Source: an optimization exercise on an open RTL-to-GDS flow (aim: small area, a short achievable clock period and few clock cycles). Production flows keep margins and buffers that such runs may drop. Where RTL was checked, it was by simulation tests only, not by an equivalence proof against the original.

==> inputs of job 6917 <==
## Bicubic
module Bicubic #(parameter fraction_bits = 15)
(
input CLK,
input RST,
input enable,
input [7:0] input_data,
output logic [13:0] iaddr,
output logic ird,
output logic we,
output logic [13:0] waddr,
output logic [7:0] output_data,
input [6:0] V0,
input [6:0] H0,
input [4:0] SW,
input [4:0] SH,
input [5:0] TW,
input [5:0] TH,
output logic DONE
);
clock: 55.0 ns
lec_check: 0
cap_margin: 20
core_margin: 2
core_utilization: 40
slew_margin: 20
synth_hierarchical: 1
synth_minimum_keep_size: 0
standard.sh (not shown) runs the stock make flow with config.mk's settings and CLKGATE_MAP_FILE= SYNTH_SCRIPT=/design/flow/synth_recipe.tcl, a recipe that flattens the netlist after the stock synthesis.
==> flow/flow/run.sh <==
#!/bin/bash
# The standard layout (standard.sh), except that the ports are buffered with a
# plain buffer cell instead of the default delay cell.  The make output goes
# to standard.log; each ORFS step also keeps its own log under orfs/logs/.
set -euo pipefail
export BUFFER_PORTS_ARGS="-buffer_cell sky130_fd_sc_hd__buf_2"
bash standard.sh > standard.log 2>&1
==> inputs of job 2072, as changes to job 6917 <==
--- a/flow/design.v
+++ b/flow/design.v
@@ -538,14 +538,36 @@
 kfa uka_s73(.a(ka_k54), .b(ka_s55), .c(ka_s37), .s(ka_s73), .co(ka_k74));
 kfa uka_s75(.a(ka_k56), .b(ka_s57), .c(ka_pp39), .s(ka_s75), .co(ka_k76));
 kha uka_s77(.a(ka_k58), .b(ka_k40), .s(ka_s77), .co(ka_k78));
 wire [10:0] ka_ra = {ka_k78, ka_k76, ka_k74, ka_k72, ka_k70, ka_k68, ka_k66, ka_k64, ka_k62, ka_k60, ka_s59};
 wire [10:0] ka_rb = {1'b1, ka_s77, ka_s75, ka_s73, ka_s71, ka_s69, ka_s67, ka_s65, ka_s63, ka_s61, ka_pp40};
 wire [10:0] ka = ka_ra + ka_rb;
+wire kzr0 = kbw_ra[0] ^ kbw_rb[0];
+wire kzc0 = (kbw_ra[0] & kbw_rb[0]) | ((kbw_ra[0] ^ kbw_rb[0]));
+wire kzr1 = kbw_ra[1] ^ kbw_rb[1];
+wire kzc1 = (kbw_ra[1] & kbw_rb[1]) | ((kbw_ra[1] ^ kbw_rb[1]));
+wire kzr2 = kbw_ra[2] ^ kbw_rb[2];
+wire kzc2 = (kbw_ra[2] & kbw_rb[2]) | ((kbw_ra[2] ^ kbw_rb[2]));
+wire kzr3 = kbw_ra[3] ^ kbw_rb[3];
+wire kzc3 = (kbw_ra[3] & kbw_rb[3]) | ((kbw_ra[3] ^ kbw_rb[3]));
+wire kzr4 = kbw_ra[4] ^ kbw_rb[4];
+wire kzc4 = (kbw_ra[4] & kbw_rb[4]) | ((kbw_ra[4] ^ kbw_rb[4]));
+wire kzr5 = kbw_ra[5] ^ kbw_rb[5];
+wire kzc5 = (kbw_ra[5] & kbw_rb[5]) | ((kbw_ra[5] ^ kbw_rb[5]));
+wire kzr6 = kbw_ra[6] ^ kbw_rb[6];
+wire kzc6 = (kbw_ra[6] & kbw_rb[6]) | ((kbw_ra[6] ^ kbw_rb[6]));
+wire kzr7 = kbw_ra[7] ^ kbw_rb[7];
+wire kzc7 = (kbw_ra[7] & kbw_rb[7]) | ((kbw_ra[7] ^ kbw_rb[7]));
+wire kzr8 = kbw_ra[8] ^ kbw_rb[8];
+wire kzc8 = (kbw_ra[8] & kbw_rb[8]) | ((kbw_ra[8] ^ kbw_rb[8]));
+wire kzr9 = kbw_ra[9] ^ kbw_rb[9];
+wire kzc9 = (kbw_ra[9] & kbw_rb[9]) | ((kbw_ra[9] ^ kbw_rb[9]));
+wire kzr10 = kbw_ra[10] ^ kbw_rb[10] ^ 1'b1;
+wire kzc10 = (kbw_ra[10] & kbw_rb[10]) | ((kbw_ra[10] ^ kbw_rb[10]) & 1'b0);
+wire kz = ~kzr0 & (kzr1 ~^ kzc0) & (kzr2 ~^ kzc1) & (kzr3 ~^ kzc2) & (kzr4 ~^ kzc3) & (kzr5 ~^ kzc4) & (kzr6 ~^ kzc5) & (kzr7 ~^ kzc6) & (kzr8 ~^ kzc7) & (kzr9 ~^ kzc8) & (kzr10 ~^ kzc9);    
 wire [10:0] kb = kbw;
-wire kz = (kbw == 11'h400);          
 wire ob = kb[0] & t2[0];
 wire oa = ka[0] & t3[0];
 wire pp0 = c[0] & f[0];
 wire pp1 = c[0] & f[1];
 wire pp2 = c[0] & f[2];
 wire pp3 = c[0] & f[3];
==> inputs of job 1930, as changes to job 6917 <==
--- a/flow/design.v
+++ b/flow/design.v
@@ -257,13 +257,14 @@
 reg [7:0] W [0:1][0:3];              
 reg oe_on, pr_on, rv, need_pop, oc, gfirst;
 reg [2:0] initcnt;
 reg [5:0] oi0;
 reg [14:0] rf; reg [15:0] rt2, rt3;
 reg rstep, rlast, rj0;
-reg d1;
+reg d1, d2;
+reg k_iss, k_fire;                   
 wire g_yf = |QY[14:10];
 wire g_last = (jp == rTH1);
 wire g_step = !g_last && (QYn[19:15] != QY[19:15]);
 wire g_tready = tu_busy && !tu_own;
 assign pr_req = pr_on && g_yf && !tu_busy;
 wire pvalid = pr_on && (!g_yf || g_tready);
@@ -284,13 +285,13 @@
                (initcnt_after == 0) && !grp_end;
 assign tu_rel = oe_load || cs_req;
 always @(posedge CLK or posedge RST) begin
     if (RST) begin
         oe_on <= 0; pr_on <= 0; rv <= 0; need_pop <= 0; initcnt <= 0;
         nvalid <= 0; wptr <= 0; rptr <= 0;
-        d1 <= 0; DONE <= 0;
+        d1 <= 0; d2 <= 0; DONE <= 0;
     end else begin
         if (start_run) begin
             oe_on <= 1; pr_on <= 1; rv <= 0; need_pop <= 0; initcnt <= 3'd4;
             nvalid <= 0; wptr <= 0; rptr <= 0;
         end else begin
             if (all_end) begin oe_on <= 0; pr_on <= 0; end
@@ -299,19 +300,20 @@
             if (oe_load) rv <= 1;
             else if (last_issue) rv <= 0;
             if (oe_pop) begin
                 nvalid[rptr] <= 1'b0;
                 rptr <= rptr + 1'b1;
             end
-            if (fire && tg3_last) begin
+            if (k_fire && k_last) begin
                 nvalid[wptr] <= 1'b1;
                 wptr <= wptr + 1'b1;
             end
         end
         d1 <= all_end;
-        if (d1) DONE <= 1'b1;
+        d2 <= d1;
+        if (d2) DONE <= 1'b1;
     end
 end
 integer c;
 always @(posedge CLK) begin
     if (start_run) begin
         oi0 <= 0; oc <= 0; gfirst <= 1;
@@ -352,37 +354,55 @@
 wire [7:0] kp1 = fire ? sr[1] : W[oc][1];
 wire [7:0] kp2 = fire ? sr[2] : W[oc][2];
 wire [7:0] kp3 = fire ? sr[3] : W[oc][3];
 wire [14:0] kf = fire ? bf[tg3_c] : rf;
 wire [15:0] kt2 = fire ? bt2[tg3_c] : rt2;
 wire [15:0] kt3 = fire ? bt3[tg3_c] : rt3;
+wire [12:0] kha, khb;
+wire kc17;
+cubic_kernel u_kernel(.pm1(kp0), .p0(kp1), .p1(kp2), .p2(kp3), .f(kf), .t2(kt2), .t3(kt3),
+                      .ha(kha), .hb(khb), .c17(kc17));
+reg [12:0] kha_r, khb_r;
+reg kc17_r;
+reg k_c, k_last, k_xf, k_oc, k_gf, k_olc;
+reg [7:0] k_alt;
 wire [7:0] kres;
-cubic_kernel u_kernel(.pm1(kp0), .p0(kp1), .p1(kp2), .p2(kp3), .f(kf), .t2(kt2), .t3(kt3), .q(kres));
+kernel_round u_round(.ha(kha_r), .hb(khb_r), .c17(kc17_r), .q(kres));
 always @(posedge CLK or posedge RST) begin
-    if (RST) we <= 0;
-    else we <= issue;
+    if (RST) begin
+        k_iss <= 0; k_fire <= 0; we <= 0;
+    end else begin
+        k_iss <= issue;
+        k_fire <= fire;
+        we <= k_iss;
+    end
 end
 always @(posedge CLK) begin
-    if (issue) begin
+    kha_r <= kha; khb_r <= khb; kc17_r <= kc17;
+    k_c <= tg3_c; k_last <= tg3_last; k_xf <= tg3_xf;
+    k_alt <= tg3_alt ? sr[2] : sr[0];
+    k_oc <= oc; k_gf <= gfirst; k_olc <= olastc;
+    if (k_iss) begin
         output_data <= kres;
-        waddr <= gfirst ? {8'b0, oi0} :
-                 oc ? waddr + 1'b1 :
-                 waddr + {8'b0, rTW} - {13'b0, olastc};
+        waddr <= k_gf ? {8'b0, oi0} :
+                 k_oc ? waddr + 1'b1 :
+                 waddr + {8'b0, rTW} - {13'b0, k_olc};
     end
-    if (fire) begin
-        nH[wptr][tg3_c] <= kres;
-        nA[wptr][tg3_c] <= tg3_alt ? sr[2] : sr[0];
-        nX[wptr][tg3_c] <= tg3_xf;
+    if (k_fire) begin
+        nH[wptr][k_c] <= kres;
+        nA[wptr][k_c] <= k_alt;
+        nX[wptr][k_c] <= k_xf;
     end
 end
 endmodule
 module cubic_kernel (
 input [7:0] pm1, p0, p1, p2,
 input [14:0] f,
 input [15:0] t2, t3,
-output [7:0] q
+output [12:0] ha, hb,
+output c17
 );
 wire [8:0] c = {1'b0, p1} - {1'b0, pm1};
 wire kbw_pp0 = pm1[0];
 wire kbw_pp1 = pm1[1];
 wire kbw_pp2 = pm1[2];
 wire kbw_pp3 = pm1[3];
@@ -538,14 +558,36 @@
 kfa uka_s73(.a(ka_k54), .b(ka_s55), .c(ka_s37), .s(ka_s73), .co(ka_k74));
 kfa uka_s75(.a(ka_k56), .b(ka_s57), .c(ka_pp39), .s(ka_s75), .co(ka_k76));
 kha uka_s77(.a(ka_k58), .b(ka_k40), .s(ka_s77), .co(ka_k78));
 wire [10:0] ka_ra = {ka_k78, ka_k76, ka_k74, ka_k72, ka_k70, ka_k68, ka_k66, ka_k64, ka_k62, ka_k60, ka_s59};
 wire [10:0] ka_rb = {1'b1, ka_s77, ka_s75, ka_s73, ka_s71, ka_s69, ka_s67, ka_s65, ka_s63, ka_s61, ka_pp40};
 wire [10:0] ka = ka_ra + ka_rb;
+wire kzr0 = kbw_ra[0] ^ kbw_rb[0];
+wire kzc0 = (kbw_ra[0] & kbw_rb[0]) | ((kbw_ra[0] ^ kbw_rb[0]));
+wire kzr1 = kbw_ra[1] ^ kbw_rb[1];
+wire kzc1 = (kbw_ra[1] & kbw_rb[1]) | ((kbw_ra[1] ^ kbw_rb[1]));
+wire kzr2 = kbw_ra[2] ^ kbw_rb[2];
+wire kzc2 = (kbw_ra[2] & kbw_rb[2]) | ((kbw_ra[2] ^ kbw_rb[2]));
+wire kzr3 = kbw_ra[3] ^ kbw_rb[3];
+wire kzc3 = (kbw_ra[3] & kbw_rb[3]) | ((kbw_ra[3] ^ kbw_rb[3]));
+wire kzr4 = kbw_ra[4] ^ kbw_rb[4];
+wire kzc4 = (kbw_ra[4] & kbw_rb[4]) | ((kbw_ra[4] ^ kbw_rb[4]));
+wire kzr5 = kbw_ra[5] ^ kbw_rb[5];
+wire kzc5 = (kbw_ra[5] & kbw_rb[5]) | ((kbw_ra[5] ^ kbw_rb[5]));
+wire kzr6 = kbw_ra[6] ^ kbw_rb[6];
+wire kzc6 = (kbw_ra[6] & kbw_rb[6]) | ((kbw_ra[6] ^ kbw_rb[6]));
+wire kzr7 = kbw_ra[7] ^ kbw_rb[7];
+wire kzc7 = (kbw_ra[7] & kbw_rb[7]) | ((kbw_ra[7] ^ kbw_rb[7]));
+wire kzr8 = kbw_ra[8] ^ kbw_rb[8];
+wire kzc8 = (kbw_ra[8] & kbw_rb[8]) | ((kbw_ra[8] ^ kbw_rb[8]));
+wire kzr9 = kbw_ra[9] ^ kbw_rb[9];
+wire kzc9 = (kbw_ra[9] & kbw_rb[9]) | ((kbw_ra[9] ^ kbw_rb[9]));
+wire kzr10 = kbw_ra[10] ^ kbw_rb[10] ^ 1'b1;
+wire kzc10 = (kbw_ra[10] & kbw_rb[10]) | ((kbw_ra[10] ^ kbw_rb[10]) & 1'b0);
+wire kz = ~kzr0 & (kzr1 ~^ kzc0) & (kzr2 ~^ kzc1) & (kzr3 ~^ kzc2) & (kzr4 ~^ kzc3) & (kzr5 ~^ kzc4) & (kzr6 ~^ kzc5) & (kzr7 ~^ kzc6) & (kzr8 ~^ kzc7) & (kzr9 ~^ kzc8) & (kzr10 ~^ kzc9);    
 wire [10:0] kb = kbw;
-wire kz = (kbw == 11'h400);          
 wire ob = kb[0] & t2[0];
 wire oa = ka[0] & t3[0];
 wire pp0 = c[0] & f[0];
 wire pp1 = c[0] & f[1];
 wire pp2 = c[0] & f[2];
 wire pp3 = c[0] & f[3];
@@ -1547,14 +1589,24 @@
 kfa us967(.a(k912), .b(s913), .c(s857), .s(s967), .co(k968));
 kfa us969(.a(k914), .b(s915), .c(s861), .s(s969), .co(k970));
 kfa us971(.a(k916), .b(s917), .c(s865), .s(s971), .co(k972));
 kfa us973(.a(k918), .b(s919), .c(1'b1), .s(s973), .co(k974));
 wire [29:0] ra = {1'b1, 1'b1, k974, k972, k970, k968, k966, k964, k962, k960, k958, k956, k954, k952, k950, k948, k946, k944, k942, k940, k938, k936, k934, k932, k930, k928, k926, k924, k922, s921};
 wire [29:0] rb = {1'b0, 1'b0, k920, s973, s971, s969, s967, s965, s963, s961, s959, s957, s955, s953, s951, s949, s947, s945, s943, s941, s939, s937, s935, s933, s931, s929, s927, s925, s923, pp514};
-wire [29:0] S2 = ra + rb;
-assign q = S2[29] ? 8'd0 : (|S2[28:25]) ? 8'd255 : S2[24:17];
+wire [17:0] lo = {1'b0, ra[16:0]} + {1'b0, rb[16:0]};
+assign c17 = lo[17];
+assign ha = ra[29:17];
+assign hb = rb[29:17];
+endmodule
+module kernel_round (
+input [12:0] ha, hb,
+input c17,
+output [7:0] q
+);
+wire [12:0] S = ha + hb + {12'b0, c17};
+assign q = S[12] ? 8'd0 : (|S[11:8]) ? 8'd255 : S[7:0];
 endmodule
 module tmul (
 input [15:0] a,
 input [14:0] b,
 output [30:0] p
 );
==> inputs of job 5600, as changes to job 6917 <==
--- a/flow/design.v
+++ b/flow/design.v
@@ -106,13 +106,12 @@
 reg [1:0] cs_st;
 reg cs_c;
 reg [5:0] cs_i;
 wire cs_valid = cs_i < rTW;
 wire cs_xf = |QX[14:10];
 wire [6:0] cs_X = rH0 + {2'b0, QX[19:15]};
-wire [6:0] cs_Xn = rH0 + {2'b0, QXn[19:15]};
 wire cs_ok = (cs_st == CS_COL) && fe_lat && cf[cs_c];
 assign cs_req = cs_ok && cs_valid && cs_xf;
 wire cs_colgo = cs_ok && (!(cs_valid && cs_xf) || tu_gcs);
 wire cs_coldone = cs_colgo && !(cs_valid && cs_xf) || (cs_st == CS_WT);
 wire fe_take;                        
 wire col_free;                       
@@ -215,13 +214,13 @@
         tg3_fire <= tg2_fire;
     end
 end
 always @(posedge CLK) begin
     if (fe_take) begin
         rowaddr <= grprow;
-        samex <= cs_Xn == cs_X;
+        samex <= QXn[19:15] == QX[19:15];
         col1v <= (cs_i + 1'b1) < rTW;
         rr <= 0;
         slot <= 0;
     end
     if (slot_act) begin
         if (s_read) iaddr <= ((slot == 0) ? rowaddr : iaddr + 14'd100);
@@ -257,13 +256,14 @@
 reg [7:0] W [0:1][0:3];              
 reg oe_on, pr_on, rv, need_pop, oc, gfirst;
 reg [2:0] initcnt;
 reg [5:0] oi0;
 reg [14:0] rf; reg [15:0] rt2, rt3;
 reg rstep, rlast, rj0;
-reg d1;
+reg d1, d2;
+reg k_iss, k_fire;                   
 wire g_yf = |QY[14:10];
 wire g_last = (jp == rTH1);
 wire g_step = !g_last && (QYn[19:15] != QY[19:15]);
 wire g_tready = tu_busy && !tu_own;
 assign pr_req = pr_on && g_yf && !tu_busy;
 wire pvalid = pr_on && (!g_yf || g_tready);
@@ -284,13 +284,13 @@
                (initcnt_after == 0) && !grp_end;
 assign tu_rel = oe_load || cs_req;
 always @(posedge CLK or posedge RST) begin
     if (RST) begin
         oe_on <= 0; pr_on <= 0; rv <= 0; need_pop <= 0; initcnt <= 0;
         nvalid <= 0; wptr <= 0; rptr <= 0;
-        d1 <= 0; DONE <= 0;
+        d1 <= 0; d2 <= 0; DONE <= 0;
     end else begin
         if (start_run) begin
             oe_on <= 1; pr_on <= 1; rv <= 0; need_pop <= 0; initcnt <= 3'd4;
             nvalid <= 0; wptr <= 0; rptr <= 0;
         end else begin
             if (all_end) begin oe_on <= 0; pr_on <= 0; end
@@ -299,19 +299,20 @@
             if (oe_load) rv <= 1;
             else if (last_issue) rv <= 0;
             if (oe_pop) begin
                 nvalid[rptr] <= 1'b0;
                 rptr <= rptr + 1'b1;
             end
-            if (fire && tg3_last) begin
+            if (k_fire && k_last) begin
                 nvalid[wptr] <= 1'b1;
                 wptr <= wptr + 1'b1;
             end
         end
         d1 <= all_end;
-        if (d1) DONE <= 1'b1;
+        d2 <= d1;
+        if (d2) DONE <= 1'b1;
     end
 end
 integer c;
 always @(posedge CLK) begin
     if (start_run) begin
         oi0 <= 0; oc <= 0; gfirst <= 1;
@@ -352,37 +353,52 @@
 wire [7:0] kp1 = fire ? sr[1] : W[oc][1];
 wire [7:0] kp2 = fire ? sr[2] : W[oc][2];
 wire [7:0] kp3 = fire ? sr[3] : W[oc][3];
 wire [14:0] kf = fire ? bf[tg3_c] : rf;
 wire [15:0] kt2 = fire ? bt2[tg3_c] : rt2;
 wire [15:0] kt3 = fire ? bt3[tg3_c] : rt3;
+wire [12:0] kha, khb;
+wire kc17;
+cubic_kernel u_kernel(.pm1(kp0), .p0(kp1), .p1(kp2), .p2(kp3), .f(kf), .t2(kt2), .t3(kt3),
+                      .ha(kha), .hb(khb), .c17(kc17));
+reg [12:0] kha_r, khb_r;
+reg kc17_r;
+reg k_c, k_last, k_oc, k_gf, k_olc;
 wire [7:0] kres;
-cubic_kernel u_kernel(.pm1(kp0), .p0(kp1), .p1(kp2), .p2(kp3), .f(kf), .t2(kt2), .t3(kt3), .q(kres));
+kernel_round u_round(.ha(kha_r), .hb(khb_r), .c17(kc17_r), .q(kres));
 always @(posedge CLK or posedge RST) begin
-    if (RST) we <= 0;
-    else we <= issue;
+    if (RST) begin
+        k_iss <= 0; k_fire <= 0; we <= 0;
+    end else begin
+        k_iss <= issue;
+        k_fire <= fire;
+        we <= k_iss;
+    end
 end
 always @(posedge CLK) begin
-    if (issue) begin
+    kha_r <= kha; khb_r <= khb; kc17_r <= kc17;
+    k_c <= tg3_c; k_last <= tg3_last;
+    k_oc <= oc; k_gf <= gfirst; k_olc <= olastc;
+    if (k_iss) begin
         output_data <= kres;
-        waddr <= gfirst ? {8'b0, oi0} :
-                 oc ? waddr + 1'b1 :
-                 waddr + {8'b0, rTW} - {13'b0, olastc};
+        waddr <= k_gf ? {8'b0, oi0} :
+                 waddr + (k_oc ? 14'd1 : {8'b0, rTW} - {13'b0, k_olc});
     end
     if (fire) begin
-        nH[wptr][tg3_c] <= kres;
         nA[wptr][tg3_c] <= tg3_alt ? sr[2] : sr[0];
         nX[wptr][tg3_c] <= tg3_xf;
     end
+    if (k_fire) nH[wptr][k_c] <= kres;
 end
 endmodule
 module cubic_kernel (
 input [7:0] pm1, p0, p1, p2,
 input [14:0] f,
 input [15:0] t2, t3,
-output [7:0] q
+output [12:0] ha, hb,
+output c17
 );
 wire [8:0] c = {1'b0, p1} - {1'b0, pm1};
 wire kbw_pp0 = pm1[0];
 wire kbw_pp1 = pm1[1];
 wire kbw_pp2 = pm1[2];
 wire kbw_pp3 = pm1[3];
@@ -538,14 +554,36 @@
 kfa uka_s73(.a(ka_k54), .b(ka_s55), .c(ka_s37), .s(ka_s73), .co(ka_k74));
 kfa uka_s75(.a(ka_k56), .b(ka_s57), .c(ka_pp39), .s(ka_s75), .co(ka_k76));
 kha uka_s77(.a(ka_k58), .b(ka_k40), .s(ka_s77), .co(ka_k78));
 wire [10:0] ka_ra = {ka_k78, ka_k76, ka_k74, ka_k72, ka_k70, ka_k68, ka_k66, ka_k64, ka_k62, ka_k60, ka_s59};
 wire [10:0] ka_rb = {1'b1, ka_s77, ka_s75, ka_s73, ka_s71, ka_s69, ka_s67, ka_s65, ka_s63, ka_s61, ka_pp40};
 wire [10:0] ka = ka_ra + ka_rb;
+wire kzr0 = kbw_ra[0] ^ kbw_rb[0];
+wire kzc0 = (kbw_ra[0] & kbw_rb[0]) | ((kbw_ra[0] ^ kbw_rb[0]));
+wire kzr1 = kbw_ra[1] ^ kbw_rb[1];
+wire kzc1 = (kbw_ra[1] & kbw_rb[1]) | ((kbw_ra[1] ^ kbw_rb[1]));
+wire kzr2 = kbw_ra[2] ^ kbw_rb[2];
+wire kzc2 = (kbw_ra[2] & kbw_rb[2]) | ((kbw_ra[2] ^ kbw_rb[2]));
+wire kzr3 = kbw_ra[3] ^ kbw_rb[3];
+wire kzc3 = (kbw_ra[3] & kbw_rb[3]) | ((kbw_ra[3] ^ kbw_rb[3]));
+wire kzr4 = kbw_ra[4] ^ kbw_rb[4];
+wire kzc4 = (kbw_ra[4] & kbw_rb[4]) | ((kbw_ra[4] ^ kbw_rb[4]));
+wire kzr5 = kbw_ra[5] ^ kbw_rb[5];
+wire kzc5 = (kbw_ra[5] & kbw_rb[5]) | ((kbw_ra[5] ^ kbw_rb[5]));
+wire kzr6 = kbw_ra[6] ^ kbw_rb[6];
+wire kzc6 = (kbw_ra[6] & kbw_rb[6]) | ((kbw_ra[6] ^ kbw_rb[6]));
+wire kzr7 = kbw_ra[7] ^ kbw_rb[7];
+wire kzc7 = (kbw_ra[7] & kbw_rb[7]) | ((kbw_ra[7] ^ kbw_rb[7]));
+wire kzr8 = kbw_ra[8] ^ kbw_rb[8];
+wire kzc8 = (kbw_ra[8] & kbw_rb[8]) | ((kbw_ra[8] ^ kbw_rb[8]));
+wire kzr9 = kbw_ra[9] ^ kbw_rb[9];
+wire kzc9 = (kbw_ra[9] & kbw_rb[9]) | ((kbw_ra[9] ^ kbw_rb[9]));
+wire kzr10 = kbw_ra[10] ^ kbw_rb[10] ^ 1'b1;
+wire kzc10 = (kbw_ra[10] & kbw_rb[10]) | ((kbw_ra[10] ^ kbw_rb[10]) & 1'b0);
+wire kz = ~kzr0 & (kzr1 ~^ kzc0) & (kzr2 ~^ kzc1) & (kzr3 ~^ kzc2) & (kzr4 ~^ kzc3) & (kzr5 ~^ kzc4) & (kzr6 ~^ kzc5) & (kzr7 ~^ kzc6) & (kzr8 ~^ kzc7) & (kzr9 ~^ kzc8) & (kzr10 ~^ kzc9);    
 wire [10:0] kb = kbw;
-wire kz = (kbw == 11'h400);          
 wire ob = kb[0] & t2[0];
 wire oa = ka[0] & t3[0];
 wire pp0 = c[0] & f[0];
 wire pp1 = c[0] & f[1];
 wire pp2 = c[0] & f[2];
 wire pp3 = c[0] & f[3];
@@ -1547,14 +1585,24 @@
 kfa us967(.a(k912), .b(s913), .c(s857), .s(s967), .co(k968));
 kfa us969(.a(k914), .b(s915), .c(s861), .s(s969), .co(k970));
 kfa us971(.a(k916), .b(s917), .c(s865), .s(s971), .co(k972));
 kfa us973(.a(k918), .b(s919), .c(1'b1), .s(s973), .co(k974));
 wire [29:0] ra = {1'b1, 1'b1, k974, k972, k970, k968, k966, k964, k962, k960, k958, k956, k954, k952, k950, k948, k946, k944, k942, k940, k938, k936, k934, k932, k930, k928, k926, k924, k922, s921};
 wire [29:0] rb = {1'b0, 1'b0, k920, s973, s971, s969, s967, s965, s963, s961, s959, s957, s955, s953, s951, s949, s947, s945, s943, s941, s939, s937, s935, s933, s931, s929, s927, s925, s923, pp514};
-wire [29:0] S2 = ra + rb;
-assign q = S2[29] ? 8'd0 : (|S2[28:25]) ? 8'd255 : S2[24:17];
+wire [17:0] lo = {1'b0, ra[16:0]} + {1'b0, rb[16:0]};
+assign c17 = lo[17];
+assign ha = ra[29:17];
+assign hb = rb[29:17];
+endmodule
+module kernel_round (
+input [12:0] ha, hb,
+input c17,
+output [7:0] q
+);
+wire [12:0] S = ha + hb + {12'b0, c17};
+assign q = S[12] ? 8'd0 : (|S[11:8]) ? 8'd255 : S[7:0];
 endmodule
 module tmul (
 input [15:0] a,
 input [14:0] b,
 output [30:0] p
 );
- CTS_CLUSTER_DIAMETER: unset -> 70
- CTS_CLUSTER_SIZE: unset -> 25
==> results by group <==
Route
  – Wire per inst: 21.1 um

Layout
  – Signal buffers: 189

Placed design
  – RePlAce Congestion: 0.918

Status
  – Status: complete, no violations

Worst setup path
  – Worst path max stage delay: 860 ps

Global route
  – GR Util met2: 33.0%
That was job 2072.
==> results by group <==
Timing
  – Final Hold Viols: 0

Status
  – Status: complete, no violations

Route
  – Wire per inst: 21.0 um

Clock network
  – Hold_buf cts: 0

Placed design
  – RePlAce Congestion: 0.900

Global route
  – GR Util met2: 32.2%

Layout
  – Signal buffers: 190
That was job 6917.
==> results by group <==
Route
  – Wire per inst: 20.9 um

Global route
  – Global-route wire length before repair: 223000 um
  – GR Util met2: 31.9%

Placed design
  – RePlAce Congestion: 0.877

Floorplan
  – Core area: 142000 um^2

Status
  – Status: complete, no violations

Synthesis
  – Mapped Cells: 4869

Clock network
  – CTS tree: built
That was job 5600.
==> results by group <==
Status
  – Status: complete, no violations

Worst setup path
  – Worst path max stage delay: 500 ps

Floorplan
  – Row Count: 139

Global route
  – GR Util met2: 32.3%

Layout
  – Layout area overhead: 9.13%
  – Signal buffers: 201

Placed design
  – RePlAce Congestion: 0.871
That was job 1930.
Testbench counts of job 2072, summed over its fixed seeds: cycles 89,565.
Testbench counts of job 1930, summed over its fixed seeds: cycles 90,277.
Testbench counts of job 5600, summed over its fixed seeds: cycles 90,277.
Function not checked in job 6917: the RTL went through the layout flow alone.

[what the ideal ports hide]
In the flow no input, the clock included, has a driving cell. The finished layouts below were timed again as built, in two steps.
Step 1 sets driving cells, clkbuf_16 on the clock port and buf_2 on the other inputs (assumed; they add their load-dependent delay and slew).
Step 2 times the ports against the registers' clock, not the clock port: input delays grow and output delays shrink by t, the midpoint of the rising clock arrivals with the driver on.
Slacks: no drivers / after step 1 / after step 2; pairs: no drivers / after step 1.
run	t (ns)	setup slack, ns	hold slack, ns	cell pins on the clock port's net
job 6917	0.708	42.010 / 42.010 / 42.010	0.326 / 0.326 / 0.326	1
job 2072	0.702	42.195 / 42.195 / 42.195	0.326 / 0.326 / 0.326	1
job 1930	0.727	42.660 / 42.588 / 42.902	0.327 / 0.327 / 0.327	1
job 5600	0.719	42.679 / 42.611 / 42.917	0.334 / 0.334 / 0.334	1
After both steps setup and hold are still met in every run listed.
